From an optimization exercise on the open Yosys and OpenROAD flow, aimed at small area, a short achievable clock period and few clock cycles; shortcuts taken in it are not production practice.
Function was not checked in any run shown here: the RTL went through the layout flow alone.
Power and IR drop assume default switching activity.

### flow/run.sh
#!/bin/bash
# The standard layout (the standard.sh, standard synthesis unchanged), with
# the port buffers that placement inserts made of sky130_fd_sc_hd__buf_1
# instead of the resizer's default pick. Every port still gets its buffer.
set -euo pipefail
bash standard.sh "BUFFER_PORTS_ARGS=-buffer_cell sky130_fd_sc_hd__buf_1" finish > standard.log 2>&1
### config.mk
export PLATFORM = sky130hd
export DESIGN_NAME = peak_finder_fp
export DESIGN_NICKNAME = peak_finder_fp
export VERILOG_FILES = /design/flow/design.v
export SDC_FILE = /design/flow/constraint.sdc
export NUM_CORES = 4
export LEC_CHECK = 0
export CAP_MARGIN = 20
export CORE_MARGIN = 2
export CORE_UTILIZATION = 40
export CTS_BUF_LIST = sky130_fd_sc_hd__clkbuf_8
export SETUP_SLACK_MARGIN = 2.8
export SLEW_MARGIN = 20
### constraint.sdc
create_clock -name core_clock -period 5.0 [get_ports {clk}]
set_input_delay 1.0000 -clock core_clock [delete_from_list [all_inputs] [get_ports {clk}]]
set_output_delay 1.0000 -clock core_clock [all_outputs]
set_load 0.01 [all_outputs]
### design.v
module mag_cmp2 (
    input  wire [30:0] a,
    input  wire [30:0] b,
    output wire [3:0]  p       
);
    assign p = {a[30:15] > b[30:15], a[30:15] < b[30:15],
                a[14:0]  > b[14:0],  a[14:0]  < b[14:0]};
endmodule
module fp_class (
    input  wire [31:0] x,
    output wire [2:0]  c
);
    assign c = {x[31], (x[30:23] == 8'hff) && (x[22:0] != 0), x[30:23] == 8'h00};
endmodule
module fp_gt_s2 (
    input  wire [3:0] p,
    input  wire [2:0] ca,
    input  wire [2:0] cb,
    output wire       a_gt_b,
    output wire       b_gt_a
);
    wire gh = p[3], lh = p[2], gl = p[1], ll = p[0];
    wire mg = gh || (!lh && gl);
    wire ml = lh || (!gh && ll);
    wire sa = ca[2], sb = cb[2];
    wire ok = !ca[1] && !cb[1] && !(ca[0] && cb[0]);
    assign a_gt_b = ok && ((!sa && sb) || (!sa && !sb && mg) || (sa && sb && ml));
    assign b_gt_a = ok && ((sa && !sb) || (!sa && !sb && ml) || (sa && sb && mg));
endmodule
module peak_finder_fp (
    input clk,
    input rst_n,
    output reg [12:0] bram_addr,
    input wire [31:0] bram_data,
    output reg [0:0]  web,
    output wire [6:0] addrb,
    output wire [44:0] dinb,
    input wire [31:0] threshold,
    input wire        start,
    output reg        done
);
    localparam T_NONE = 3'd0, T_BF = 3'd1, T_B1 = 3'd2, T_BM = 3'd3, T_BL = 3'd4,
               T_TS = 3'd5, T_TP = 3'd6, T_FIN = 3'd7;
    localparam S_IDLE = 3'd0, S_BASE = 3'd1, S_RR = 3'd2, S_RRT = 3'd3,
               S_REP = 3'd4, S_FINW = 3'd5;
    localparam D_NB = 2'd0, D_TS = 2'd1, D_LNB = 2'd2, D_BF = 2'd3;
    reg [2:0] st;
    reg [2:0] tA, tB, tC, tD;
    reg [2:0] cd;           
    reg [1:0] dt;           
    reg [6:0] off;          
    reg [12:0] E;           
    reg [31:0] r1;          
    reg [3:0]  pw, pt;      
    reg [2:0]  cw, cp;      
    reg [12:0] widx;
    reg [5:0]  cnt;         
    reg        cand;
    reg        SF;          
    reg [4:0]  S;           
    reg        lastc;       
    reg        PF, PL;      
    reg [4:0]  PS;
    assign addrb = {1'b0, cnt};
    assign dinb  = {widx, r1};
    wire [3:0] pw_n, pt_n;
    mag_cmp2 m1w (.a(bram_data[30:0]), .b(r1[30:0]),        .p(pw_n));
    mag_cmp2 m1t (.a(bram_data[30:0]), .b(threshold[30:0]), .p(pt_n));
    wire [2:0] cw_n, ct;
    fp_class kw (.x(bram_data), .c(cw_n));
    fp_class kt (.x(threshold), .c(ct));
    wire f_wr, f_rw, f_wt, f_tw;
    fp_gt_s2 c2w (.p(pw), .ca(cw), .cb(cp), .a_gt_b(f_wr), .b_gt_a(f_rw));
    fp_gt_s2 c2t (.p(pt), .ca(cw), .cb(ct), .a_gt_b(f_wt), .b_gt_a(f_tw));
    wire confirm = (tC == T_TS) || ((tD == T_TP) && f_wr);
    wire term    = confirm && (cnt == 6'd34);
    wire bl_issue = (st == S_BASE) && (off == 7'd53);
    wire op_ok    = (dt == D_TS) ? !cd[0] :
                    (dt == D_NB || dt == D_LNB) ? !cd[1] : 1'b1;
    wire rr_go    = (st == S_RR) && op_ok;
    wire xfer     = (tD == T_BF);
    wire pg0      = (E == 13'd957);
    wire pg0_n    = bl_issue ? (E == 13'd904) : pg0;
    wire phantom  = (E == 13'd26);
    wire [4:0] PS_clr = {1'b0, PS[3] & PS[4], PS[2] & (|PS[4:3]),
                         PS[1] & (|PS[4:2]), PS[0] & (|PS[4:1])};
    function [8:0] desc(input f, input [4:0] s, input l, input g0);
        casez ({f, s, l})
            7'b1??????: desc = {D_NB, g0 ? -7'sd59 : -7'sd58};
            7'b01?????: desc = {D_TS, -7'sd58};
            7'b001????: desc = {D_TS, -7'sd57};
            7'b0001???: desc = {D_TS, -7'sd56};
            7'b00001??: desc = {D_TS, -7'sd55};
            7'b000001?: desc = {D_TS, -7'sd54};
            7'b0000001: desc = {D_LNB, -7'sd52};
            default:    desc = {D_BF, 7'sd49};
        endcase
    endfunction
    reg        PF_n, PL_n;
    reg [4:0]  PS_n;
    reg [1:0]  dt_n;
    reg [6:0]  off_n;
    always @(*) begin
        PF_n = PF; PS_n = PS; PL_n = PL;
        dt_n = dt; off_n = off;
        if (xfer) begin
            PF_n = SF; PS_n = S; PL_n = lastc;
        end
        if (st == S_IDLE) begin
            off_n = 7'd49;
        end else if (st == S_BASE) begin
            if (bl_issue) {dt_n, off_n} = xfer ? desc(SF, S, lastc, pg0_n) : {D_BF, 7'sd49};
            else off_n = off + 7'd1;
        end else if (rr_go) begin
            case (dt)
                D_NB: begin
                    PF_n = 1'b0;
                    dt_n = desc(1'b0, PS, PL, 1'b0) >> 7;
                    off_n = pg0 ? -7'sd58 : -7'sd57;
                end
                D_TS: begin
                    PS_n = PS_clr;
                    {dt_n, off_n} = desc(1'b0, PS_clr, PL, 1'b0);
                end
                D_LNB: begin
                    PL_n = 1'b0;
                    dt_n = D_BF;
                    off_n = -7'sd53;
                end
                default: off_n = off + 7'd1;
            endcase
        end else if (st == S_REP) begin
            {dt_n, off_n} = desc(1'b0, PS, PL, 1'b0);
        end
    end
    wire [12:0] rel_addr = E + {{6{off[6]}}, off};
    always @(posedge clk) begin
        r1 <= bram_data;
        pw <= pw_n;
        pt <= pt_n;
        cw <= cw_n;
        cp <= cw;
        PF <= PF_n;
        PS <= PS_n;
        PL <= PL_n;
        dt <= dt_n;
        off <= off_n;
        cd <= {1'b0, cd[2:1]};
        if (tA == T_TS || tB == T_TP) widx <= bram_addr;
        if (web) cnt <= cnt + 6'd1;
        case (tD)
            T_BF: begin
                S <= 5'd0;
                cand <= f_wt;
            end
            T_B1: begin
                SF <= cand & f_rw;
                cand <= f_wt & f_wr;
            end
            T_BM: begin
                S <= {S[3:0], cand & f_rw};
                cand <= f_wt & f_wr;
            end
            T_BL: begin
                S <= {S[3:0], cand & f_rw};
                lastc <= f_wt & f_wr;
            end
            default: ;
        endcase
        bram_addr <= (st == S_IDLE) ? 13'd899 : rel_addr;
        case (st)
            S_IDLE: begin
                if (start) begin
                    E <= 13'd851;
                    SF <= 1'b0; S <= 5'd0; lastc <= 1'b0;
                    cnt <= 6'd0;
                end
            end
            S_BASE: if (bl_issue) E <= rel_addr;
            S_RR: begin
                if (op_ok) begin
                    case (dt)
                        D_TS: cd <= 3'b011;
                    endcase
                end
            end
            S_RRT: cd <= 3'b111;
            default: ;
        endcase
        if (!rst_n) begin
            st <= S_IDLE;
            tA <= T_NONE; tB <= T_NONE; tC <= T_NONE; tD <= T_NONE;
            web <= 1'b0;
            done <= 1'b0;
        end else begin
            if (st == S_IDLE) begin
                tB <= T_NONE;
                tC <= T_NONE;
                tD <= T_NONE;
            end else begin
                tB <= tA;
                tC <= tB;
                tD <= tC;
            end
            web <= confirm && (cnt != 6'd34);
            done <= ((st == S_FINW) && (tD == T_FIN)) || term;
            tA <= T_NONE;
            case (st)
                S_IDLE: begin
                    if (start) begin
                        tA <= T_BF;
                        st <= S_BASE;
                    end
                end
                S_BASE: begin
                    tA <= bl_issue ? T_BL : (tA == T_BF) ? T_B1 : T_BM;
                    if (bl_issue) st <= S_RR;
                end
                S_RR: begin
                    if (op_ok) begin
                        case (dt)
                            D_NB:  st <= S_RRT;
                            D_TS: tA <= T_TS;
                            D_LNB: st <= S_RRT;
                            default: begin
                                if (phantom) begin
                                    tA <= T_FIN;
                                    st <= S_FINW;
                                end else begin
                                    tA <= T_BF;
                                    st <= S_BASE;
                                end
                            end
                        endcase
                    end
                end
                S_RRT: begin
                    tA <= T_TP;
                    st <= S_REP;
                end
                S_REP: st <= S_RR;
                S_FINW: begin
                    if (tD == T_FIN) st <= S_IDLE;
                end
                default: st <= S_IDLE;
            endcase
            if (term) begin
                st <= S_IDLE;
                tA <= T_NONE;
            end
        end
    end
endmodule
### standard.sh
#!/bin/bash
# synth_recipe.tcl (not shown) runs the flow's synth.tcl, then flattens the netlist and writes it again
# the make line also repeats each setting of config.mk as NAME=value (left out here)
make -C /OpenROAD-flow-scripts/flow DESIGN_CONFIG=/design/flow/config.mk WORK_HOME=/design/flow/orfs CLKGATE_MAP_FILE= SYNTH_SCRIPT=/design/flow/synth_recipe.tcl "${@:-finish}"
==> run_results.csv, run 1 <==
group,metric,value,unit
clock_network,cts-buffers-inserted,17,
yosys,syn_area_per_cell,9.06,µm²
finish,final_util,49.3,%
power,switching_power,1690,µW
power,internal-power,2510,µW
sta,setup_viol,0,
sta,slew_headroom,49.0,%
sta,fin_hold_ws,380,ps
yosys,synth_warnings,1,
power,power_frac_seq,36.4,%
finish,mostFrequentLayoutCell,"buf_1",
sta,finalSetupTns,0,ps
route,drt-initial-drc-count,457,
sta,fin_ws,2760,ps
placement,pre_cts_slack,2330,ps
power,peakVddDrop,0.217,mV
finish,final_cell_mix,"129 x buf_1, 99 x dfxtp_1, 68 x inv_1",
worst_setup_path,critical_path_class,"reg2reg",
grt,grt_pass1_wl,31800,µm
floorplanning,dieArea,19600,µm²
power,clkPwrFrac,21.7,%
clock_network,hold_buffers,0,
yosys,synth_edf_count,29,
floorplanning,io_pins,134,
grt,grt_pass1_vias,6295,
finish,multi_input_area,4350,µm²
route,routed_wl,19200,µm
yosys,synth_cell_types,72,
route,post_drt_wl_per_cell,16.1,µm
clock_network,cts_tree,"yes",
yosys,synth_area,7410,µm²
floorplanning,core,18100,µm²
finish,final_area,8920,µm²
route,postRouteAntennaNets,0,
worst_setup_path,worstPathRequired,5300,ps
sta,fmax,446,MHz
placement,placed_area,8260,µm²
finish,drive_gt1_share,12.0,%
clock_network,clock-sinks,133,
sta,finalHoldViolCount,0,
yosys,synth-async-reset-ratio,0,%
clock_network,clock_latency,460,ps
floorplanning,dieHeight,140,µm
sta,worstMarginPinSlew,762,ps
yosys,synth_ff_type,"dfxtp_1",
route,drcViolationCount,0,
yosys,synth_seq_area_share,39.9,%
finish,final_nets,1101,
clock_network,cts_max_level,4,
worst_setup_path,cp_max_fo,2,
power,p_sw_share,40.2,%
placement,dp_hpwl,14500,µm
yosys,synth_nets,968,
worst_setup_path,worstPathArrival,2540,ps
finish,regArea,2960,µm²
finish,diodes,0,
power,p_per_area,471,nW/µm²
power,p_comb_share,42.0,%
yosys,ys_ff_latch,133,
grt,overflow,0,
grt,grt_antenna_before_repair,0,
power,p_leak,0.00362,µW
route,via_per_inst,5.47,
sta,slew_violations,0,
worst_setup_path,cp-end-kind,"flip-flop",
route,vias,6523,
floorplanning,num_rows,49,
sta,rsz0062_at_grt,"yes",
sta,clock-skew-final,10.5,ps
worst_setup_path,worstReg2RegStart,"E[0]",
clock_network,cts_buffer_depth,2,
job,maxCapViolations,0,
worst_setup_path,cp-startpoint,"E[0]",
grt,grt_util_all_layers,20.1,%
floorplanning,start_util,41.0,%
finish,syn_to_final_growth,20.3,%
placement,globalplace.congestion,0.891,
worst_setup_path,start_kind,"flip-flop",
clock_network,clk_transition_reported_paths,80,ps
min_path,min_from,"cw[1]",
sta,finalCriticalPeriod,2240,ps
grt,grt_max_degree,21,
clock_network,cts_root_buf,"clkbuf_8",
min_path,hold_class,"reg2reg",
yosys,syn_inst,818,
placement,portBuffers,132,
route,first_pass_iters,17,
finish,n_fill_cell,1758,
floorplanning,die_w,140,µm
outcome,status,"no timing/DRC/antenna violations",
sta,timing.final.crit_share,44.9,%
## final cells by class
type                       instances  share of cell area (%)
clock buffer                      17                    2.62
sequential                       133                    33.2
timing repair buffer             145                    6.69
multi-input combinational        574                    48.7
inverter                          80                    3.73
tap                              229                    3.21
clock inverter                    15                    1.75
## through the flow
stage,total power [µW],std cells
2_1_floorplan,2670,818
3_3_place_gp,3060,1148
5_1_grt,4500,1193
4_1_cts,4110,1189
3_5_place_dp,3060,1148
6_report,4200,1193
## synthesized netlist by cell type (all sizes together) (16+ instances only)
cell type  number  area [µm²]
a211oi         16         120
nand2          64         240
a21oi          48         240
and3           16         100
dfxtp         104        2080
inv            80         300
o21ai          42         210
clkbuf         21        78.8
ha             82        1030
nand4          20         125
edfxtp         29         871
nor3           23         115
nor4           16         106
nor2           58         225
## final timing paths
check	to	cells past startpoint	slack, ps
hold / removal	cp[1]	0	380
setup / recovery	E[12]	9	2760
setup reg to reg	E[12]	9	2760
hold reg to reg	cp[1]	0	380
## sequential cells by signal, indices dropped and copies added (netlist names), 5 cells and up
| signal | count |
|---|---|
| bram_addr | 13 |
| widx | 13 |
| cnt | 6 |
| PS | 5 |
| off | 7 |
| r1 | 32 |
| S | 5 |
| E | 13 |
## critical path, stage by stage (launching register included)
cell and delay, ps:
edfxtp_1 400, ha_2 200, inv_2 60, fa_2 200, nor2b_2 50, o31a_1 340
o2111ai_2 250, a21oi_2 110, or3_4 380, a21oi_2 120
## kinds of logic after synthesis
family | after synthesis | synth area share (%)
AOI/OAI and AO/OA | 203 | 18.6
xor gates and xnor gates | 21 | 2.48
adders and majority gates | 84 | 14.3
buffers and inverters | 112 | 6.15
DFF | 133 | 39.9
muxes | 6 | 0.811
other | 1 | 0.0506
and+or+nand+nor | 258 | 17.8
## power by group through the flow
stage	Combinational [µW]	Sequential, µW	Clock (µW)
4_1_cts	1650	1520	932
5_1_grt	1970	1560	977
3_3_place_gp	1520	1540	0
6_report	1760	1530	911
2_1_floorplan	1180	1480	0
3_5_place_dp	1520	1540	0
## per-layer routing
metal	track usage, %	up-vias	part of all wire (%)
met2	33.7	189	48
met3	4.41	19	5.0
li1	-	3251	-
met5	0	-	0
met4	6.27	0	1.0
met1	25.8	3064	46
## what timing repair did
item | CTS | global route
setup endpoints to repair | 33 | 39
pin swaps | 8 | 8
setup buffers | 8 | 4
cloned | 1 | 0
gates resized for setup | 24 | 22
==> run 2: changes to the inputs <==
--- a/design.v
+++ b/design.v
@@ -53,5 +53,5 @@
     reg [31:0] r1;          
     reg [3:0]  pw, pt;      
-    reg [2:0]  cw, cp;      
+    reg [2:0]  cw, cp, ct;  
     reg [12:0] widx;
     reg [5:0]  cnt;         
@@ -67,7 +67,7 @@
     mag_cmp2 m1w (.a(bram_data[30:0]), .b(r1[30:0]),        .p(pw_n));
     mag_cmp2 m1t (.a(bram_data[30:0]), .b(threshold[30:0]), .p(pt_n));
-    wire [2:0] cw_n, ct;
+    wire [2:0] cw_n, ct_n;
     fp_class kw (.x(bram_data), .c(cw_n));
-    fp_class kt (.x(threshold), .c(ct));
+    fp_class kt (.x(threshold), .c(ct_n));
     wire f_wr, f_rw, f_wt, f_tw;
     fp_gt_s2 c2w (.p(pw), .ca(cw), .cb(cp), .a_gt_b(f_wr), .b_gt_a(f_rw));
@@ -75,5 +75,6 @@
     wire confirm = (tC == T_TS) || ((tD == T_TP) && f_wr);
     wire term    = confirm && (cnt == 6'd34);
-    wire bl_issue = (st == S_BASE) && (off == 7'd53);
+    reg  at_bl;             
+    wire bl_issue = at_bl;
     wire op_ok    = (dt == D_TS) ? !cd[0] :
                     (dt == D_NB || dt == D_LNB) ? !cd[1] : 1'b1;
@@ -140,4 +141,5 @@
         pt <= pt_n;
         cw <= cw_n;
+        ct <= ct_n;
         cp <= cw;
         PF <= PF_n;
@@ -146,4 +148,5 @@
         dt <= dt_n;
         off <= off_n;
+        at_bl <= (st == S_BASE) && (off == 7'd52);
         cd <= {1'b0, cd[2:1]};
         if (tA == T_TS || tB == T_TP) widx <= bram_addr;
@@ -170,10 +173,8 @@
         bram_addr <= (st == S_IDLE) ? 13'd899 : rel_addr;
         case (st)
-            S_IDLE: begin
-                if (start) begin
-                    E <= 13'd851;
-                    SF <= 1'b0; S <= 5'd0; lastc <= 1'b0;
-                    cnt <= 6'd0;
-                end
+            S_IDLE: begin  
+                E <= 13'd851;
+                SF <= 1'b0; S <= 5'd0; lastc <= 1'b0;
+                cnt <= 6'd0;
             end
             S_BASE: if (bl_issue) E <= rel_addr;
==> run 2 against run 1 <==
Area after synthesis up 1.3%. Wire length down 2.0%. Critical endpoint unchanged. Critical path type unchanged. Power down 17%. Highest routed layer unchanged.
==> run_results.csv, run 2 <==
group,metric,value,unit
job,maxCapViolations,0,
yosys,synth_cell_types,77,
min_path,min_delay_path_depth,0,
sta,fmax,413,MHz
placement,placed_area,8250,µm²
worst_setup_path,cp-end-kind,"flip-flop",
worst_setup_path,cpLargestDelayFamily,"compound AO/OA/AOI/OAI gates",
min_path,min_from,"cw[0]",
clock_network,cts-buffers-inserted,17,
sta,slew_headroom,58.3,%
min_path,hold_path_end,"cp[0]",
worst_setup_path,rrSetupSlack,2580,ps
grt,grt_antenna_before_repair,0,
placement,globalplace.congestion,0.874,
sta,finalCriticalPeriod,2420,ps
floorplanning,start_util,40.4,%
power,switching_power,1310,µW
power,power_frac_seq,40.6,%
worst_setup_path,worstPathArrival,2730,ps
finish,multi_input_area,4240,µm²
sta,worstMarginPinSlew,624,ps
placement,dp_hpwl,14000,µm
finish,final_nets,1116,
sta,rsz0062_at_grt,"yes",
power,power,3510,µW
yosys,syn_area_per_cell,9.09,µm²
grt,overflow,0,
worst_setup_path,reg2reg_to,"E[12]",
route,drt-initial-drc-count,405,
sta,setup_viol,0,
power,internal-power,2200,µW
power,p_per_area,396,nW/µm²
finish,drive_gt1_share,9.41,%
finish,top_register,"r1",
floorplanning,die_w,141,µm
placement,pre_cts_slack,2350,ps
worst_setup_path,worstReg2RegStart,"E[0]",
worst_setup_path,cp_max_fo,4,
floorplanning,core,18600,µm²
finish,diodes,0,
yosys,ys_ff_latch,137,
power,clkPwrFrac,26.0,%
finish,mostFrequentLayoutCell,"buf_1",
outcome,status,"no timing/DRC/antenna violations",
clock_network,clock-sinks,137,
clock_network,clk_transition_reported_paths,90,ps
route,vias,6453,
finish,regArea,3040,µm²
floorplanning,num_rows,50,
grt,grt_pass1_vias,6205,
worst_setup_path,critical_path_class,"reg2reg",
worst_setup_path,worstPathRequired,5310,ps
clock_network,cts_max_level,4,
placement,portBuffers,132,
route,post_drt_wl_per_cell,15.5,µm
yosys,synth.most_common_cell,"dfxtp_1",
sta,timing.final.crit_share,48.4,%
clock_network,clock_latency,460,ps
route,drcViolationCount,0,
yosys,synth_ff_type,"dfxtp_1",
yosys,synth_seq_area_share,40.4,%
finish,largest_reg_flops,32,
sta,fin_ws,2580,ps
yosys,synth-async-reset-ratio,0,%
worst_setup_path,cpMaxStageDelayCell,"edfxtp_1",
power,p_sw_share,37.2,%
clock_network,cts_buffer_depth,2,
route,first_pass_iters,5,
grt,grt_pass1_wl,30300,µm
sta,clock-skew-final,13.1,ps
yosys,synth_top_cell_area_share,28.8,%
clock_network,cts_root_buf,"clkbuf_8",
power,peakVddDrop,0.206,mV
route,routed_wl,18800,µm
yosys,yosysTopAreaCell,"dfxtp_1",
route,postRouteAntennaNets,0,
yosys,synth_warnings,1,
finish,final_cell_mix,"131 x buf_1, 102 x dfxtp_1, 77 x ha_1",
worst_setup_path,ff2ff_path_depth,9,
yosys,synth_area_leaders,"dfxtp_1 29%, ha_1 14%, edfxtp_1 12%, inv_1 3.7%, nor2_1 3.4%",
yosys,synth_edf_count,29,
yosys,ys_top_cells_by_count,"108 x dfxtp_1, 83 x ha_1, 74 x inv_1",
route,via_per_inst,5.32,
grt,grt_util_all_layers,18.9,%
sta,finalSetupTns,0,ps
worst_setup_path,cp_num_buf_inv,1,
sta,finalHoldViolCount,0,
yosys,synth_nets,977,
worst_setup_path,path_cells,"ha_4 > inv_2 > fa_2 > nor2b_2 > o31a_1 > o311ai_4 > a31oi_2 > or3_4 > a21oi_2",
worst_setup_path,cp_slowest_stage_delay,440,ps
clock_network,cts_tree,"yes",
min_path,hold_class,"reg2reg",
finish,syn_to_final_growth,18.1,%
finish,n_fill_cell,1793,
power,p_leak,0.00365,µW
floorplanning,dieHeight,141,µm
worst_setup_path,start_kind,"flip-flop",
sta,slew_violations,0,
yosys,syn_inst,826,
power,p_comb_share,33.4,%
yosys,synth_area,7510,µm²
floorplanning,io_pins,134,
floorplanning,dieArea,19900,µm²
finish,final_area,8860,µm²
grt,grt_max_degree,21,
## run 2: cells by family after synthesis
family                   after synthesis  share of synthesized area, %
flip-flops                           137                          40.4
AND/OR/NAND/NOR                      280                          19.5
AO/OA/AOI/OAI                        196                          17.4
buffers and inverters                102                          5.43
other                                  1                        0.0500
adder cells (fa/ha/maj)               85                          14.2
XOR/XNOR                              20                          2.33
multiplexers                           5                         0.667
## run 2: power by group through the flow
stage / logic (µW) / clock network (µW) / registers, µW
final: 1170 / 911 / 1430
after CTS: 1100 / 935 / 1420
after floorplan: 734 / 0 / 1430
after global routing: 1300 / 971 / 1450
after global placement: 1030 / 0 / 1450
after detailed placement: 1030 / 0 / 1450
## run 2: routing by layer
layer / vias up / routed length [µm] / global-route usage (%)
li1: 3271 / - / -
met1: 2999 / 8940 / 24.6
met2: 158 / 8740 / 30.9
met3: 25 / 810 / 4.11
met4: 0 / 331 / 6.89
met5: - / 0 / 0
## run 2: how the worst max path moves through the flow
stage | start | end | cells after the start
global route | E[0] | E[12] | 9
CTS | E[0] | E[12] | 9
finish | E[0] | E[12] | 9
detailed placement | st[0] | E[7] | 5
global placement | st[0] | E[7] | 5
floorplan | threshold[1] | pt[1] | 8
## run 2: cell type report
type / instances / area share (%)
clock buffers: 17 / 2.64
repair buffers: 148 / 6.96
well taps: 234 / 3.30
clock inverters: 15 / 1.81
flip-flops and latches: 137 / 34.3
inverters: 74 / 3.19
multi-input cells: 587 / 47.8
## run 2: per-stage QoR
stage	instances	hold WS (ps)	utilization (%)
CTS	1205	389	47.0
finish	1212	383	47.7
floorplan	826	351	-
detailed placement	1167	367	44.4
global route	1212	389	47.7
global placement	1167	363	44.4
## run 2: timing repair
action / 4_1_cts / 5_1_grt
hold buffers: 0 / 0
endpoints found under the setup margin: 42 / 35
gates resized for setup: 15 / 15
hold endpoints to repair: 0 / 0
pin swaps: 4 / 10
buffers inserted: 6 / 7
==> run 3: changes to the inputs <==
--- a/config.mk
+++ b/config.mk
@@ -10,4 +10,4 @@
 export CORE_UTILIZATION = 40
 export CTS_BUF_LIST = sky130_fd_sc_hd__clkbuf_8
-export SETUP_SLACK_MARGIN = 2.8
+export SETUP_SLACK_MARGIN = 2.9
 export SLEW_MARGIN = 20
==> run 3 against run 2 <==
Cell count up 1.4%. Synthesized cell count unchanged. Global-route usage up 0.65 points. Hold slack worse by 8.8 ps. Utilization up 2.5 points. Wire length up 2.2%. Clock skew up 2.4 ps. Sequential share of layout area down 1.6 points. Combinational power up 15%. Critical path depth unchanged. Area after synthesis unchanged. Sequential power about the same. Critical path type unchanged. Largest power group unchanged.
==> run_results.csv, run 3 <==
group,metric,value,unit
grt,grt_util_all_layers,19.5,%
yosys,synth_nets,977,
grt,grt_antenna_before_repair,0,
yosys,synth_area_leaders,"dfxtp_1 29%, ha_1 14%, edfxtp_1 12%, inv_1 3.7%, nor2_1 3.4%",
worst_setup_path,start_kind,"flip-flop",
floorplanning,start_util,40.4,%
yosys,synth.most_common_cell,"dfxtp_1",
grt,grt_pass1_wl,31100,µm
sta,setup_viol,0,
route,drcViolationCount,0,
finish,n_fill_cell,1786,
placement,dp_hpwl,14300,µm
floorplanning,io_pins,134,
finish,diodes,0,
worst_setup_path,cpLargestDelayFamily,"compound AO/OA/AOI/OAI gates",
route,vias,6560,
worst_setup_path,ff2ff_path_depth,9,
finish,final_util,50.2,%
sta,rsz0062_at_grt,"yes",
min_path,hold_path_end,"cp[1]",
yosys,synth_cell_types,77,
clock_network,clk_transition_reported_paths,90,ps
route,drt-initial-drc-count,345,
power,power,3710,µW
sta,slew_headroom,56.3,%
power,p_leak,0.00382,µW
worst_setup_path,cp_num_buf_inv,1,
finish,largest_reg_flops,32,
clock_network,cts_max_level,4,
min_path,min_from,"cw[1]",
yosys,synth-async-reset-ratio,0,%
sta,fmax,419,MHz
finish,syn_to_final_growth,24.3,%
finish,drive_gt1_share,16.8,%
outcome,status,"no timing/DRC/antenna violations",
worst_setup_path,path_cells,"ha_4 > inv_2 > fa_2 > nor2b_2 > o31a_1 > o311ai_4 > a31oi_2 > or3_1 > a21oi_1",
floorplanning,num_rows,50,
yosys,syn_inst,826,
yosys,synth_seq_area_share,40.4,%
floorplanning,die_w,141,µm
worst_setup_path,path_depth,9,
sta,fin_ws,2610,ps
clock_network,clock_latency,460,ps
clock_network,clock-sinks,137,
worst_setup_path,rrSetupSlack,2610,ps
placement,portBuffers,132,
worst_setup_path,cp_max_fo,3,
worst_setup_path,reg2reg_to,"E[12]",
yosys,synth_edf_count,29,
yosys,synth_top_cell_area_share,28.8,%
route,routed_wl,19200,µm
min_path,min_delay_path_depth,0,
worst_setup_path,worstPathArrival,2700,ps
worst_setup_path,worstPathRequired,5310,ps
clock_network,cts_buffer_depth,2,
worst_setup_path,cp-end-kind,"flip-flop",
route,first_pass_iters,5,
sta,clock-skew-final,15.5,ps
yosys,yosysTopAreaCell,"dfxtp_1",
grt,grt_max_degree,21,
worst_setup_path,worstReg2RegStart,"E[0]",
sta,timing.final.crit_share,47.7,%
yosys,ys_top_cells_by_count,"108 x dfxtp_1, 83 x ha_1, 74 x inv_1",
worst_setup_path,critical_path_class,"reg2reg",
job,maxCapViolations,0,
sta,finalSetupTns,0,ps
placement,globalplace.congestion,0.853,
sta,worstMarginPinSlew,655,ps
floorplanning,dieArea,19900,µm²
sta,finalHoldViolCount,0,
route,postRouteAntennaNets,0,
grt,grt_pass1_vias,6363,
clock_network,cts_root_buf,"clkbuf_8",
worst_setup_path,cp_slowest_stage_delay,430,ps
clock_network,hold_buffers,0,
yosys,synth_area,7510,µm²
finish,multi_input_area,4460,µm²
finish,mostFrequentLayoutCell,"buf_1",
route,post_drt_wl_per_cell,15.7,µm
floorplanning,core,18600,µm²
clock_network,cts_tree,"yes",
floorplanning,dieHeight,141,µm
min_path,hold_class,"reg2reg",
worst_setup_path,cpMaxStageDelayCell,"edfxtp_1",
route,via_per_inst,5.34,
placement,pre_cts_slack,2350,ps
sta,slew_violations,0,
grt,overflow,0,
finish,top_register,"r1",
yosys,ys_ff_latch,137,
yosys,synth_ff_type,"dfxtp_1",
finish,final_cell_mix,"116 x buf_1, 94 x dfxtp_1, 66 x nor2_1, 66 x ha_1, 61 x inv_1",
clock_network,cts-buffers-inserted,17,
sta,finalCriticalPeriod,2390,ps
power,peakVddDrop,0.184,mV
yosys,synth_warnings,1,
finish,final_nets,1133,
finish,regArea,3060,µm²
power,p_per_area,397,nW/µm²
yosys,syn_area_per_cell,9.09,µm²
[run 3: how the worst max path moves through the flow]
| stage | to | startpoint |
|---|---|---|
| floorplan | pt[1] | threshold[1] |
| global placement | pt[1] | threshold[1] |
| detailed placement | pt[1] | threshold[1] |
| CTS | E[12] | E[0] |
| global route | E[12] | E[0] |
| finish | E[12] | E[0] |
[run 3: final cells by class]
type | count | share of cell area [%]
clock inverter | 15 | 1.77
tap | 234 | 3.14
clock buffer | 17 | 2.51
inverter | 74 | 3.32
timing repair buffer | 165 | 8.75
multi-input combinational | 587 | 47.8
sequential | 137 | 32.7
[run 3: worst reg2reg max path: cells and delay by family (launching register included)]
family / cells / cell delay, ps
compound gates: 4 / 970
fa+ha+maj: 2 / 400
buf+inv: 1 / 50
flops: 1 / 430
simple gates: 2 / 400
[run 3: layer usage]
layer,track usage [%],share of wire (%),vias up
met1,25.7,48,3062
met4,6.74,1.9,0
met3,3.91,3.9,29
met2,32.2,47,164
li1,-,-,3305
met5,0,0,-
[run 3: logic make-up (layout without fill, tap and decap cells)]
family | count (synthesis) | count (layout) | share of synthesized area [%]
multiplexers | 5 | 5 | 0.667
other | 1 | 1 | 0.0500
AND/OR/NAND/NOR | 280 | 280 | 19.5
XOR/XNOR | 20 | 20 | 2.33
adder cells (fa/ha/maj) | 85 | 85 | 14.2
buffers and inverters | 102 | 271 | 5.43
flip-flops | 137 | 137 | 40.4
AO/OA/AOI/OAI | 196 | 196 | 17.4
[run 3: power by group]
group	internal [µW]	switching, µW	leakage [µW]
Sequential	1300	118	0.00116
Combinational	602	745	0.00246
Clock	454	486	0.000200
[run 3: timing repair]
item | CTS | global route
gates resized for setup | 25 | 74
pin swaps | 5 | 22
endpoints found under the setup margin | 48 | 46
cloned | 0 | 0
setup buffers | 16 | 14
[run 3: stage by stage]
step	instances	hold slack, ps	instance area [µm²]
2_1_floorplan	826	351	7740
3_3_place_gp	1167	362	8420
3_5_place_dp	1167	363	8420
4_1_cts	1215	375	9040
5_1_grt	1229	386	9330
6_report	1229	374	9330
==> run 4: changes to the inputs <==
--- a/design.v
+++ b/design.v
@@ -53,5 +53,5 @@
     reg [31:0] r1;          
     reg [3:0]  pw, pt;      
-    reg [2:0]  cw, cp, ct;  
+    reg [2:0]  cw, cp;      
     reg [12:0] widx;
     reg [5:0]  cnt;         
@@ -67,7 +67,7 @@
     mag_cmp2 m1w (.a(bram_data[30:0]), .b(r1[30:0]),        .p(pw_n));
     mag_cmp2 m1t (.a(bram_data[30:0]), .b(threshold[30:0]), .p(pt_n));
-    wire [2:0] cw_n, ct_n;
+    wire [2:0] cw_n, ct;
     fp_class kw (.x(bram_data), .c(cw_n));
-    fp_class kt (.x(threshold), .c(ct_n));
+    fp_class kt (.x(threshold), .c(ct));
     wire f_wr, f_rw, f_wt, f_tw;
     fp_gt_s2 c2w (.p(pw), .ca(cw), .cb(cp), .a_gt_b(f_wr), .b_gt_a(f_rw));
@@ -75,6 +75,5 @@
     wire confirm = (tC == T_TS) || ((tD == T_TP) && f_wr);
     wire term    = confirm && (cnt == 6'd34);
-    reg  at_bl;             
-    wire bl_issue = at_bl;
+    wire bl_issue = (st == S_BASE) && (off == 7'd53);
     wire op_ok    = (dt == D_TS) ? !cd[0] :
                     (dt == D_NB || dt == D_LNB) ? !cd[1] : 1'b1;
@@ -141,5 +140,4 @@
         pt <= pt_n;
         cw <= cw_n;
-        ct <= ct_n;
         cp <= cw;
         PF <= PF_n;
@@ -148,5 +146,4 @@
         dt <= dt_n;
         off <= off_n;
-        at_bl <= (st == S_BASE) && (off == 7'd52);
         cd <= {1'b0, cd[2:1]};
         if (tA == T_TS || tB == T_TP) widx <= bram_addr;
@@ -173,8 +170,10 @@
         bram_addr <= (st == S_IDLE) ? 13'd899 : rel_addr;
         case (st)
-            S_IDLE: begin  
-                E <= 13'd851;
-                SF <= 1'b0; S <= 5'd0; lastc <= 1'b0;
-                cnt <= 6'd0;
+            S_IDLE: begin
+                if (start) begin
+                    E <= 13'd851;
+                    SF <= 1'b0; S <= 5'd0; lastc <= 1'b0;
+                    cnt <= 6'd0;
+                end
             end
             S_BASE: if (bl_issue) E <= rel_addr;
==> flow/run.sh (replaced) <==
#!/bin/bash
# The standard layout (the standard.sh) with two changes:
# - synthesis maps the combinational logic with flow/abc.script
#   (area-oriented) instead of ORFS's speed script; the rest of the
#   synthesis, registers included, is synth_recipe.tcl unchanged;
# - the port buffers that placement inserts are sky130_fd_sc_hd__buf_1.
#   Every port still gets its buffer.
set -euo pipefail
W=$PWD
bash standard.sh "BUFFER_PORTS_ARGS=-buffer_cell sky130_fd_sc_hd__buf_1" \
  "SYNTH_SCRIPT=$W/flow/my_synth.tcl" "FLOW_SYNTH=$W/synth_recipe.tcl" \
  "MYABC=$W/flow/abc.script" finish > standard.log 2>&1
==> flow/abc.script (new file) <==
strash
&get -n
&fraig -x
&put
scorr
dc2
strash
&get -n
&dch -f
&nf -a
&put
==> flow/my_synth.tcl (new file) <==
# Standard synthesis (synth_recipe.tcl) with a different ABC script for the
# combinational mapping: abc is called with MYABC as its -script. Registers
# are mapped before abc runs, so they are the standard synthesis's.
proc abc {args} {
  set i [lsearch -exact $args -script]
  if {$i >= 0} {
    lset args [expr {$i+1}] $::env(MYABC)
  }
  yosys abc {*}$args
}
source $::env(FLOW_SYNTH)
--- a/config.mk
+++ b/config.mk
@@ -10,4 +10,4 @@
 export CORE_UTILIZATION = 40
 export CTS_BUF_LIST = sky130_fd_sc_hd__clkbuf_8
-export SETUP_SLACK_MARGIN = 2.9
+export SETUP_SLACK_MARGIN = 2.8
 export SLEW_MARGIN = 20
==> run 4 against run 3 <==
Utilization is 4.0 points higher. Non-clock buffer count rose by 10. Count of clock-buffer cells in the layout is the same. Power rose by 27%. Die area decreased by 8.0%. Clock power decreased by 4.9%. Critical endpoint is now E[10]. Largest cell class unchanged.
==> run_results.csv, run 4 <==
group,metric,value,unit
outcome,status,"no timing/DRC/antenna violations",
finish,final_cell_mix,"119 x buf_1, 102 x dfxtp_1, 72 x clkinv_1",
power,clkPwrFrac,18.9,%
yosys,synth.most_common_cell,"dfxtp_1",
finish,stdcell_count,1196,
job,maxCapViolations,0,
placement,dp.cells,1124,
power,switching_power,1820,µW
worst_setup_path,ff2ff_path_depth,15,
floorplanning,start_util,41.3,%
grt,grt_util_all_layers,21.0,%
sta,fin_hold_ws,374,ps
yosys,synth_area,6890,µm²
finish,final_util,54.2,%
power,p_comb_share,49.8,%
worst_setup_path,cpLargestDelayFamily,"compound AO/OA/AOI/OAI gates",
sta,finalHoldViolCount,0,
sta,clock-skew-final,19.0,ps
yosys,synth_cell_types,52,
yosys,synth_ff_type,"dfxtp_1",
grt,grt_pass1_vias,6058,
sta,worstMarginPinSlew,662,ps
grt,use_met2,33.6,%
floorplanning,core,16700,µm²
finish,largest_reg_flops,32,
yosys,synth_top_cell_area_share,30.2,%
sta,finalSetupTns,0,ps
yosys,ys_top_cells_by_count,"104 x dfxtp_1, 84 x clkinv_1, 82 x ha_1",
route,vias,6280,
grt,overflow,0,
floorplanning,io_pins,134,
sta,slew_headroom,55.8,%
sta,fmax,364,MHz
power,internal-power,2900,µW
grt,grt_antenna_before_repair,0,
route,drcViolationCount,0,
floorplanning,dieArea,18300,µm²
yosys,yosysTopAreaCell,"dfxtp_1",
power,peakVddDrop,0.281,mV
sta,finalCriticalPeriod,2750,ps
yosys,syn_inst,771,
route,drt-initial-drc-count,407,
placement,portBuffers,132,
sta,rsz0062_at_grt,"yes",
power,p_leak,0.00353,µW
placement,pre_cts_slack,2250,ps
min_path,hold_class,"reg2reg",
sta,timing.final.crit_share,55.0,%
clock_network,cts-buffers-inserted,17,
min_path,min_from,"cw[1]",
yosys,ys_ff_latch,133,
grt,grt_pass1_wl,30200,µm
worst_setup_path,cp_slowest_stage_delay,410,ps
floorplanning,dieHeight,135,µm
worst_setup_path,critical_path_class,"reg2reg",
worst_setup_path,cp_num_buf_inv,3,
worst_setup_path,worstPathRequired,5190,ps
clock_network,clk_transition_reported_paths,80,ps
sta,fin_ws,2250,ps
worst_setup_path,cpMaxStageDelayCell,"edfxtp_1",
worst_setup_path,rrSetupSlack,2250,ps
yosys,syn_area_per_cell,8.94,µm²
clock_network,cts_root_buf,"clkbuf_8",
route,first_pass_iters,5,
yosys,synth_edf_count,29,
grt,met3_usage,5.05,%
grt,grt_max_degree,21,
worst_setup_path,worstPathArrival,2940,ps
worst_setup_path,path_depth,15,
worst_setup_path,path_cells,"ha_2 > clkinv_2 > fa_2 > nor2b_1 > o21ai_1 > a21oi_2 > o21ai_2 > a21oi_2 > o21ai_1 > nand2b_1 > a31o_1 > buf_4 > buf_4 > xnor2_2 > nor2_1",
sta,slew_violations,0,
grt,grt_use_met1,28.2,%
finish,top_register,"r1",
route,postRouteAntennaNets,0,
worst_setup_path,crit_end,"E[10]",
worst_setup_path,worstReg2RegStart,"E[0]",
power,p_per_area,522,nW/µm²
route,via_per_inst,5.25,
yosys,synth_warnings,1,
finish,drive_gt1_share,18.0,%
route,post_drt_wl_per_cell,15.9,µm
power,p_sw_share,38.6,%
worst_setup_path,cp-end-kind,"flip-flop",
floorplanning,num_rows,47,
clock_network,clock_latency,460,ps
yosys,synth_nets,921,
finish,final_nets,1113,
finish,mostFrequentLayoutCell,"buf_1",
clock_network,cts_tree,"yes",
sta,setup_viol,0,
clock_network,cts_max_level,4,
worst_setup_path,start_kind,"flip-flop",
clock_network,hold_buffers,0,
finish,diodes,0,
yosys,synth-async-reset-ratio,0,%
yosys,synth_seq_area_share,42.9,%
worst_setup_path,reg2reg_to,"E[10]",
finish,syn_to_final_growth,31.3,%
yosys,synth_area_leaders,"dfxtp_1 30%, ha_1 15%, edfxtp_1 13%, a21oi_1 5.3%, clkinv_1 4.6%",
power,power_frac_seq,31.3,%
clock_network,clock-sinks,133,
floorplanning,die_w,135,µm
placement,globalplace.congestion,0.905,
worst_setup_path,cp-startpoint,"E[0]",
clock_network,cts_buffer_depth,2,
route,routed_wl,19000,µm
worst_setup_path,cp_max_fo,2,
placement,dp_hpwl,13800,µm
grt,busiest_layer,"met2",
run 4: cell count changes in the layout (fill, tap and decap cells not counted), sizes merged, moves of 9 or more:
cell,previous run,this run
nor2b,20,8
xor2,13,3
nand3,13,23
a21oi,48,73
inv,81,16
clkinv,3,80
o21a,13,0
nor3,17,33
buf,158,167
run 4: how the worst min path moves through the flow:
stage | end | slack [ps] | depth (start not counted)
detailed placement | cp[1] | 360 | 0
global placement | cp[1] | 360 | 0
global route | cp[0] | 390 | 0
CTS | cp[1] | 380 | 0
floorplan | cp[1] | 350 | 0
finish | cp[1] | 370 | 0
run 4: metrics by stage:
| step | cell area [µm²] | power [µW] |
|---|---|---|
| 6_report | 9050 | 4720 |
| 5_1_grt | 9050 | 5050 |
| 4_1_cts | 8650 | 4230 |
| 3_5_place_dp | 7960 | 2990 |
| 3_3_place_gp | 7960 | 2990 |
| 2_1_floorplan | 7180 | 2560 |
run 4: routing by layer:
| metal | part of all wire [%] | up-vias | routed length (µm) |
|---|---|---|---|
| met5 | 0 | - | 0 |
| met4 | 1.4 | 0 | 267 |
| met3 | 5.2 | 27 | 992 |
| met2 | 47 | 207 | 8910 |
| met1 | 46 | 2889 | 8800 |
| li1 | - | 3157 | - |
run 4: worst reg2reg max path: stages, from the launching register on:
cell	delay, ps
edfxtp_1	410
ha_2	210
clkinv_2	60
fa_2	200
nor2b_1	50
o21ai_1	240
a21oi_2	110
o21ai_2	190
a21oi_2	80
o21ai_1	140
nand2b_1	90
a31o_1	190
buf_4	130
buf_4	130
xnor2_2	210
nor2_1	70
run 4: area by class of cell:
cell class                      instances  area, µm²
Clock buffer                           17        234
Timing Repair Buffer                  175        902
Inverter                               84        359
Sequential cell                       133       2960
Tap cell                              220        275
Multi-Input combinational cell        552       4170
Clock inverter                         15        153
Fill cell                            1553       7650
run 4: kinds of logic (layout without fill, tap and decap cells):
group / Yosys count / after routing / share of synthesized area (%)
multiplexers: 3 / 3 / 0.436
adder cells (fa/ha/maj): 83 / 83 / 15.2
XOR/XNOR: 16 / 16 / 2.03
buffers and inverters: 86 / 291 / 4.79
AND/OR/NAND/NOR: 272 / 272 / 19.5
other: 1 / 1 / 0.0544
flip-flops: 133 / 133 / 42.9
AO/OA/AOI/OAI: 177 / 177 / 15.1
run 4: what timing repair did:
item                                   4_1_cts  5_1_grt
endpoints found under the hold margin        0        0
setup buffers                               29       11
setup endpoints to repair                   41       59
gates resized for setup                     26       82
pin swaps                                   19       37
run 4: power groups by stage:
stage | sequential [µW] | clock (µW) | combinational (µW)
after detailed placement | 1490 | 0 | 1500
after CTS | 1470 | 917 | 1850
after floorplan | 1460 | 0 | 1100
after global placement | 1490 | 0 | 1500
after global routing | 1500 | 963 | 2590
final | 1480 | 893 | 2350
==> run 5: changes to the inputs <==
==> flow/abc.script (replaced) <==
strash
&get -n
&fraig -x
&put
scorr
dc2
strash
&get -n
&dch -f
&nf -a -p
&put
==> run 5 against run 4 <==
Still clean on timing, DRC and antenna. Sequential power barely moved. Register-to-register slack better by 60 ps. First-iteration DRC count shrank 14%. Wire length up 1.7%. Non-clock buffer count increased by 10. Critical endpoint is now E[12].
==> run_results.csv, run 5 <==
group,metric,value,unit
min_path,hold_path_end,"cp[0]",
clock_network,clk_transition_reported_paths,90,ps
route,drt-initial-drc-count,351,
sta,slew_violations,0,
power,internal-power,2930,µW
route,post_drt_wl_per_cell,16.0,µm
power,p_comb_share,48.4,%
finish,largest_reg_flops,32,
clock_network,cts_buffer_depth,2,
finish,n_fill_cell,1575,
grt,grt_pass1_vias,6212,
finish,diodes,0,
floorplanning,dieArea,18300,µm²
grt,grt_max_degree,21,
power,p_leak,0.00357,µW
floorplanning,start_util,41.2,%
power,peakVddDrop,0.286,mV
worst_setup_path,cp-end-kind,"flip-flop",
yosys,syn_inst,768,
floorplanning,die_w,135,µm
power,p_per_area,524,nW/µm²
placement,placed_area,7940,µm²
clock_network,clock-sinks,133,
finish,stdcell_count,1204,
yosys,synth-async-reset-ratio,0,%
yosys,synth_top_cell_area_share,30.3,%
yosys,ys_top_cells_by_count,"104 x dfxtp_1, 83 x clkinv_1, 82 x ha_1",
worst_setup_path,reg2reg_to,"E[12]",
yosys,synth_area,6880,µm²
finish,mostFrequentLayoutCell,"buf_1",
worst_setup_path,cp_max_fo,2,
min_path,min_delay_path_depth,0,
min_path,hold_class,"reg2reg",
job,maxCapViolations,0,
finish,syn_to_final_growth,32.4,%
finish,drive_gt1_share,19.0,%
floorplanning,io_pins,134,
min_path,min_from,"cw[0]",
sta,finalSetupTns,0,ps
power,switching_power,1840,µW
grt,overflow,0,
placement,dp_hpwl,13700,µm
yosys,synth_edf_count,29,
sta,fmax,372,MHz
grt,grt_pass1_wl,30700,µm
worst_setup_path,worstPathRequired,5200,ps
clock_network,cts_max_level,4,
route,via_per_inst,5.27,
finish,final_cell_mix,"120 x buf_1, 102 x dfxtp_1, 71 x clkinv_1",
yosys,synth_seq_area_share,42.9,%
sta,timing.final.crit_share,53.7,%
power,clkPwrFrac,20.7,%
clock_network,cts_tree,"yes",
clock_network,cts_root_buf,"clkbuf_8",
worst_setup_path,ff2ff_path_depth,15,
clock_network,clock_latency,450,ps
sta,setup_viol,0,
floorplanning,num_rows,47,
finish,multi_input_area,4150,µm²
finish,top_register,"r1",
placement,globalplace.congestion,0.930,
route,postRouteAntennaNets,0,
finish,final_nets,1121,
worst_setup_path,worstReg2RegStart,"E[0]",
clock_network,hold_buffers,0,
placement,portBuffers,132,
power,p_sw_share,38.6,%
sta,slew_headroom,55.9,%
route,vias,6348,
power,power_frac_seq,30.9,%
sta,finalHoldViolCount,0,
yosys,yosysTopAreaCell,"dfxtp_1",
worst_setup_path,critical_path_class,"reg2reg",
worst_setup_path,start_kind,"flip-flop",
floorplanning,dieHeight,135,µm
sta,finalCriticalPeriod,2690,ps
worst_setup_path,rrSetupSlack,2310,ps
yosys,synth_area_leaders,"dfxtp_1 30%, ha_1 15%, edfxtp_1 13%, a21oi_1 5.4%, clkinv_1 4.5%",
sta,clock-skew-final,15.4,ps
route,routed_wl,19300,µm
sta,rsz0062_at_grt,"yes",
clock_network,cts-buffers-inserted,17,
finish,regArea,2960,µm²
yosys,synth_cell_types,53,
yosys,syn_area_per_cell,8.95,µm²
route,drcViolationCount,0,
yosys,synth_warnings,1,
yosys,synth_ff_type,"dfxtp_1",
yosys,synth_nets,918,
floorplanning,core,16700,µm²
yosys,ys_ff_latch,133,
finish,final_area,9110,µm²
placement,dp.cells,1120,
worst_setup_path,worstPathArrival,2880,ps
grt,grt_antenna_before_repair,0,
route,first_pass_iters,5,
sta,worstMarginPinSlew,662,ps
outcome,status,"no timing/DRC/antenna violations",
grt,grt_util_all_layers,21.3,%
yosys,synth.most_common_cell,"dfxtp_1",
==> run 5: cells by family (layout without fill, tap and decap cells) <==
kind of cell | count (synthesis) | after routing | share of synthesized area (%)
AOI/OAI and AO/OA | 178 | 178 | 15.2
xor gates and xnor gates | 18 | 18 | 2.29
adders and majority gates | 83 | 83 | 15.2
buffers and inverters | 85 | 300 | 4.75
DFF | 133 | 133 | 42.9
muxes | 3 | 3 | 0.437
other | 1 | 1 | 0.0545
and+or+nand+nor | 267 | 268 | 19.1
==> run 5: power groups by stage <==
stage	Sequential [µW]	Clock (µW)	Combinational [µW]
final	1470	985	2310
after global routing	1500	1050	2520
after CTS	1470	1010	1950
after detailed placement	1490	0	1490
after global placement	1490	0	1500
after floorplan	1470	0	1090
==> run 5: worst max path at each step <==
stage               from     to  slack (ps)  cells past startpoint
floorplan           E[0]  E[12]        2390                     15
global placement    E[0]  E[12]        2240                     15
detailed placement  E[0]  E[12]        2170                     15
CTS                 E[0]  E[12]        2390                     15
global route        E[0]  E[12]        2150                     15
finish              E[0]  E[12]        2310                     15
==> run 5: worst max-delay path, cell delays in order, from the launching register on <==
cell and delay [ps]:
edfxtp_1 370, ha_2 200, clkinv_2 60, fa_2 380
clkinv_2 60, a21oi_2 50, o21ai_2 170, a21oi_2 100
o21ai_2 180, a21oi_1 90, o21bai_1 180, a31o_1 190
a21o_1 140, a21oi_2 70, xnor2_2 150, nor2_1 50
==> run 5: routing by layer <==
layer / vias up / GRT usage [%] / part of all wire [%]
met5: - / 0 / 0
met4: 0 / 6.83 / 2.0
met3: 34 / 5.71 / 6.6
met2: 202 / 35.2 / 47
met1: 2945 / 27.3 / 45
li1: 3167 / - / -
==> run 5: final cells by class <==
cell class / count / share of cell area, %
clock buffers: 17 / 2.57
clock inverters: 15 / 2.14
inverters: 83 / 3.92
multi-input cells: 551 / 45.5
flip-flops and latches: 133 / 32.5
well taps: 220 / 3.02
repair buffers: 185 / 10.3
==> run 5: through the flow <==
step / total power, µW / utilization, % / setup slack [ps] / hold slack, ps
finish: 4770 / 54.5 / 2310 / 371
global route: 5070 / 54.5 / 2150 / 392
detailed placement: 2980 / 47.5 / 2170 / 370
floorplan: 2560 / - / 2390 / 350
CTS: 4430 / 52.4 / 2390 / 381
global placement: 2990 / 47.5 / 2240 / 366
==> run 5: timing repair <==
action / 4_1_cts / 5_1_grt
resized for setup: 33 / 69
hold endpoints to repair: 0 / 0
pin swaps: 21 / 26
gates cloned: 1 / 0
buffers inserted: 37 / 14
setup endpoints to repair: 41 / 38
==> run 6: changes to the inputs <==
--- a/design.v
+++ b/design.v
@@ -47,4 +47,5 @@
     reg [2:0] st;
     reg [2:0] tA, tB, tC, tD;
+    reg [2:0] bc;           
     reg [2:0] cd;           
     reg [1:0] dt;           
@@ -53,13 +54,13 @@
     reg [31:0] r1;          
     reg [3:0]  pw, pt;      
-    reg [2:0]  cw, cp;      
+    reg [2:0]  cp;          
     reg [12:0] widx;
     reg [5:0]  cnt;         
     reg        cand;
     reg        SF;          
-    reg [4:0]  S;           
+    reg [3:0]  S;           
     reg        lastc;       
     reg        PF, PL;      
-    reg [4:0]  PS;
+    reg [3:0]  PS;
     assign addrb = {1'b0, cnt};
     assign dinb  = {widx, r1};
@@ -67,6 +68,6 @@
     mag_cmp2 m1w (.a(bram_data[30:0]), .b(r1[30:0]),        .p(pw_n));
     mag_cmp2 m1t (.a(bram_data[30:0]), .b(threshold[30:0]), .p(pt_n));
-    wire [2:0] cw_n, ct;
-    fp_class kw (.x(bram_data), .c(cw_n));
+    wire [2:0] cw, ct;
+    fp_class kw (.x(r1), .c(cw));
     fp_class kt (.x(threshold), .c(ct));
     wire f_wr, f_rw, f_wt, f_tw;
@@ -75,5 +76,5 @@
     wire confirm = (tC == T_TS) || ((tD == T_TP) && f_wr);
     wire term    = confirm && (cnt == 6'd34);
-    wire bl_issue = (st == S_BASE) && (off == 7'd53);
+    wire bl_issue = (st == S_BASE) && (bc == 3'd1);
     wire op_ok    = (dt == D_TS) ? !cd[0] :
                     (dt == D_NB || dt == D_LNB) ? !cd[1] : 1'b1;
@@ -81,22 +82,20 @@
     wire xfer     = (tD == T_BF);
     wire pg0      = (E == 13'd957);
-    wire pg0_n    = bl_issue ? (E == 13'd904) : pg0;
+    wire pg0_n    = bl_issue ? (bram_addr == 13'd956) : pg0;
     wire phantom  = (E == 13'd26);
-    wire [4:0] PS_clr = {1'b0, PS[3] & PS[4], PS[2] & (|PS[4:3]),
-                         PS[1] & (|PS[4:2]), PS[0] & (|PS[4:1])};
-    function [8:0] desc(input f, input [4:0] s, input l, input g0);
+    wire [3:0] PS_clr = {1'b0, PS[2] & PS[3], PS[1] & (|PS[3:2]), PS[0] & (|PS[3:1])};
+    function [8:0] desc(input f, input [3:0] s, input l, input g0);
         casez ({f, s, l})
-            7'b1??????: desc = {D_NB, g0 ? -7'sd59 : -7'sd58};
-            7'b01?????: desc = {D_TS, -7'sd58};
-            7'b001????: desc = {D_TS, -7'sd57};
-            7'b0001???: desc = {D_TS, -7'sd56};
-            7'b00001??: desc = {D_TS, -7'sd55};
-            7'b000001?: desc = {D_TS, -7'sd54};
-            7'b0000001: desc = {D_LNB, -7'sd52};
-            default:    desc = {D_BF, 7'sd49};
+            6'b1?????: desc = {D_NB, g0 ? -7'sd59 : -7'sd58};
+            6'b01????: desc = {D_TS, -7'sd57};
+            6'b001???: desc = {D_TS, -7'sd56};
+            6'b0001??: desc = {D_TS, -7'sd55};
+            6'b00001?: desc = {D_TS, -7'sd54};
+            6'b000001: desc = {D_LNB, -7'sd52};
+            default:   desc = {D_BF, 7'sd49};
         endcase
     endfunction
     reg        PF_n, PL_n;
-    reg [4:0]  PS_n;
+    reg [3:0]  PS_n;
     reg [1:0]  dt_n;
     reg [6:0]  off_n;
@@ -106,10 +105,5 @@
         if (xfer) begin
             PF_n = SF; PS_n = S; PL_n = lastc;
-        end
-        if (st == S_IDLE) begin
-            off_n = 7'd49;
-        end else if (st == S_BASE) begin
-            if (bl_issue) {dt_n, off_n} = xfer ? desc(SF, S, lastc, pg0_n) : {D_BF, 7'sd49};
-            else off_n = off + 7'd1;
+            {dt_n, off_n} = desc(SF, S, lastc, pg0_n);
         end else if (rr_go) begin
             case (dt)
@@ -128,5 +122,5 @@
                     off_n = -7'sd53;
                 end
-                default: off_n = off + 7'd1;
+                default: ;
             endcase
         end else if (st == S_REP) begin
@@ -135,9 +129,9 @@
     end
     wire [12:0] rel_addr = E + {{6{off[6]}}, off};
+    wire [12:0] inc_addr = bram_addr + 13'd1;
     always @(posedge clk) begin
         r1 <= bram_data;
         pw <= pw_n;
         pt <= pt_n;
-        cw <= cw_n;
         cp <= cw;
         PF <= PF_n;
@@ -151,5 +145,5 @@
         case (tD)
             T_BF: begin
-                S <= 5'd0;
+                S <= 4'd0;
                 cand <= f_wt;
             end
@@ -159,27 +153,31 @@
             end
             T_BM: begin
-                S <= {S[3:0], cand & f_rw};
+                S <= {S[2:0], cand & f_rw};
                 cand <= f_wt & f_wr;
             end
             T_BL: begin
-                S <= {S[3:0], cand & f_rw};
+                S <= {S[2:0], cand & f_rw};
                 lastc <= f_wt & f_wr;
             end
             default: ;
         endcase
-        bram_addr <= (st == S_IDLE) ? 13'd899 : rel_addr;
+        bram_addr <= (st == S_IDLE) ? 13'd899 : (st == S_BASE) ? inc_addr : rel_addr;
         case (st)
-            S_IDLE: begin
-                if (start) begin
-                    E <= 13'd851;
-                    SF <= 1'b0; S <= 5'd0; lastc <= 1'b0;
-                    cnt <= 6'd0;
-                end
-            end
-            S_BASE: if (bl_issue) E <= rel_addr;
+            S_IDLE: begin  
+                bc <= 3'd5;
+                SF <= 1'b0; S <= 4'd0; lastc <= 1'b0;
+                cnt <= 6'd0;
+            end
+            S_BASE: begin
+                bc <= bc - 3'd1;
+                if (bc == 3'd1) E <= inc_addr;
+            end
             S_RR: begin
                 if (op_ok) begin
                     case (dt)
                         D_TS: cd <= 3'b011;
+                        D_BF: begin
+                            if (!phantom) bc <= 3'd4;
+                        end
                     endcase
                 end
@@ -214,6 +212,6 @@
                 end
                 S_BASE: begin
-                    tA <= bl_issue ? T_BL : (tA == T_BF) ? T_B1 : T_BM;
-                    if (bl_issue) st <= S_RR;
+                    tA <= (bc == 3'd1) ? T_BL : (tA == T_BF) ? T_B1 : T_BM;
+                    if (bc == 3'd1) st <= S_RR;
                 end
                 S_RR: begin
==> flow/run.sh (replaced) <==
#!/bin/bash
# The standard layout (the standard.sh, standard synthesis unchanged), with
# the port buffers that placement inserts made of sky130_fd_sc_hd__buf_1
# instead of the resizer's default pick. Every port still gets its buffer.
set -euo pipefail
bash standard.sh "BUFFER_PORTS_ARGS=-buffer_cell sky130_fd_sc_hd__buf_1" finish > standard.log 2>&1
removed: flow/abc.script
removed: flow/my_synth.tcl
==> run 6 against run 5 <==
Critical path type unchanged. Design area shrank 1.9%. Sequential share of layout area grew 1.8 points. Combinational power shrank 88%. Utilization shrank 4.8 points. Register-to-register slack gained 470 ps.
==> run_results.csv, run 6 <==
group,metric,value,unit
grt,overflow,0,
floorplanning,num_rows,49,
clock_network,cts_tree,"yes",
yosys,synth_nets,941,
finish,drive_gt1_share,12.7,%
route,drt-initial-drc-count,304,
placement,placed_area,8200,µm²
route,drcViolationCount,0,
clock_network,clk_transition_reported_paths,90,ps
power,power,2320,µW
grt,grt_antenna_before_repair,0,
worst_setup_path,worstPathArrival,2570,ps
yosys,synth_area_leaders,"dfxtp_1 24%, edfxtp_1 18%, ha_1 14%, inv_1 4.1%, o21ai_0 3.1%",
grt,grt_max_degree,19,
yosys,syn_area_per_cell,9.31,µm²
yosys,synth_area,7340,µm²
worst_setup_path,worstPathRequired,5350,ps
grt,grt_pass1_wl,29900,µm
yosys,synth_seq_area_share,41.6,%
job,maxCapViolations,0,
route,vias,6203,
finish,diodes,0,
yosys,synth_top_cell_area_share,24.0,%
sta,slew_headroom,40.9,%
route,post_drt_wl_per_cell,15.8,µm
yosys,synth_edf_count,43,
yosys,ys_ff_latch,131,
yosys,syn_inst,789,
power,p_per_area,259,nW/µm²
floorplanning,die_w,139,µm
clock_network,cts_buffer_depth,2,
finish,largest_reg_flops,32,
route,first_pass_iters,5,
yosys,synth.most_common_cell,"dfxtp_1",
floorplanning,start_util,40.9,%
route,postRouteAntennaNets,0,
yosys,synth_cell_types,68,
sta,rsz0062_at_grt,"yes",
clock_network,clock-sinks,131,
worst_setup_path,cp-end-kind,"flip-flop",
sta,finalSetupTns,0,ps
yosys,synth_warnings,1,
sta,finalCriticalPeriod,2220,ps
route,routed_wl,18700,µm
sta,clock-skew-final,13.3,ps
finish,mostFrequentLayoutCell,"buf_1",
power,p_leak,0.00359,µW
placement,portBuffers,132,
min_path,hold_class,"reg2reg",
grt,grt_util_all_layers,19.3,%
finish,multi_input_area,4200,µm²
yosys,yosysTopAreaCell,"dfxtp_1",
sta,timing.final.crit_share,44.4,%
clock_network,clock_latency,470,ps
grt,grt_pass1_vias,5921,
outcome,status,"no timing/DRC/antenna violations",
floorplanning,io_pins,134,
power,peakVddDrop,0.157,mV
clock_network,cts_max_level,4,
clock_network,cts-buffers-inserted,17,
finish,final_cell_mix,"126 x buf_1, 85 x dfxtp_1, 77 x inv_1",
floorplanning,core,18000,µm²
finish,syn_to_final_growth,21.7,%
worst_setup_path,start_kind,"flip-flop",
finish,n_fill_cell,1726,
floorplanning,dieHeight,139,µm
finish,final_area,8930,µm²
sta,slew_violations,0,
sta,finalHoldViolCount,0,
sta,fmax,450,MHz
route,via_per_inst,5.25,
placement,dp_hpwl,14500,µm
finish,final_nets,1092,
sta,setup_viol,0,
sta,worstMarginPinSlew,883,ps
floorplanning,dieArea,19500,µm²
worst_setup_path,critical_path_class,"reg2reg",
yosys,synth-async-reset-ratio,0,%
finish,regArea,3060,µm²
clock_network,cts_root_buf,"clkbuf_8",
worst_setup_path,cp_max_fo,3,
finish,top_register,"r1",
placement,globalplace.congestion,0.860,
yosys,synth_ff_type,"dfxtp_1",
yosys,ys_top_cells_by_count,"88 x dfxtp_1, 84 x ha_1, 81 x inv_1",
-- run 6: cell count changes after synthesis, moves of 14 or more --
cell / delta
a21oi_1: -37
clkbuf_1: +16
nor3_1: -15
dfxtp_1: -16
edfxtp_1: +14
clkinv_1: -83
inv_1: +81
-- run 6: repair_timing --
action,4_1_cts,5_1_grt
endpoints found under the setup margin,39,28
pin swaps,7,12
gates resized for setup,17,35
setup buffers,10,11
hold buffers,0,0
-- run 6: logic make-up after synthesis --
| kind of cell | after synthesis | share of synthesized area [%] |
|---|---|---|
| other cells | 1 | 0.0511 |
| fa+ha+maj | 86 | 14.7 |
| xor+xnor | 27 | 3.22 |
| compound gates | 182 | 16.6 |
| simple gates | 258 | 18.3 |
| buf+inv | 104 | 5.54 |
| flops | 131 | 41.6 |
-- run 6: cell type report --
cell class                 instances  share of cell area [%]
timing repair buffer             155                    7.59
sequential                       131                    34.2
clock inverter                    15                    1.60
inverter                          81                    3.73
clock buffer                      17                    2.62
tap                              229                    3.21
multi-input combinational        554                    47.0
-- run 6: routing by layer --
metal / GRT usage, % / part of all wire, % / vias up
met5: 0 / 0 / -
met3: 4.75 / 5.3 / 22
met1: 25.4 / 45 / 2838
met4: 6.01 / 1.5 / 0
met2: 31.5 / 48 / 164
li1: - / - / 3179
-- run 6: critical path, stage by stage (launching register included) --
cell and delay [ps]:
edfxtp_1 460, ha_4 200, fa_2 370, a211oi_4 260, o211ai_1 160, a31o_2 230, a21oi_2 130, xor2_1 210
o21ai_1 80
-- run 6: final timing paths --
kind / from / to / slack, ps / cells after the start
setup / recovery: E[0] / bram_addr[10] / 2780 / 8
hold reg to reg: cd[2] / cd[1] / 420 / 1
setup reg to reg: E[0] / bram_addr[10] / 2780 / 8
hold / removal: cd[2] / cd[1] / 420 / 1
-- run 6: power by group --
part | switching [µW] | leakage [µW] | internal (µW) | total [µW]
combinational | 165 | 0.00230 | 123 | 288
sequential | 36.4 | 0.00111 | 1130 | 1170
clock | 496 | 0.000183 | 365 | 861
total | 697 | 0.00359 | 1620 | 2320
-- run 6: stage by stage --
step / hold WS [ps] / setup WS (ps) / cells / utilization (%)
floorplan: 386 / 2650 / 789 / -
global placement: 389 / 2280 / 1129 / 45.6
detailed placement: 398 / 2190 / 1129 / 45.6
CTS: 420 / 2760 / 1171 / 48.5
global route: 444 / 2680 / 1182 / 49.7
finish: 419 / 2780 / 1182 / 49.7

==> separate check: timing with driven ports <==
Ports are ideal in the flow. The routed layouts listed here were re-timed in OpenROAD. Step 1 assumes that a clkbuf_16 drives the clock port and a buf_2 every other input. Step 2 adds t to the input delays and takes it off the output delays; t is the mean of the earliest and latest rising clock arrival at the registers after step 1. Input paths then give back, and output paths get back, about the clock's delay inside the block. Three values: ideal, step 1, step 2; two values: the first two.
run | t, ns | setup WS [ns] | worst slew at a driven data input, ns
run 1 | 0.491 | 2.757 / 2.757 / 2.396 | 0.05
run 2 | 0.487 | 2.580 / 2.580 / 2.414 | 0.05
run 3 | 0.489 | 2.614 / 2.614 / 2.473 | 0.05
run 4 | 0.484 | 2.251 / 2.251 / 2.251 | 0.04
run 5 | 0.478 | 2.315 / 2.315 / 2.315 | 0.06
run 6 | 0.500 | 2.780 / 2.780 / 2.348 | 0.06
After both steps every run listed still meets setup and hold. For run 6, which loses most, drivers alone change the setup slack by 0.000 ns; drivers and shift together by -0.432 ns.
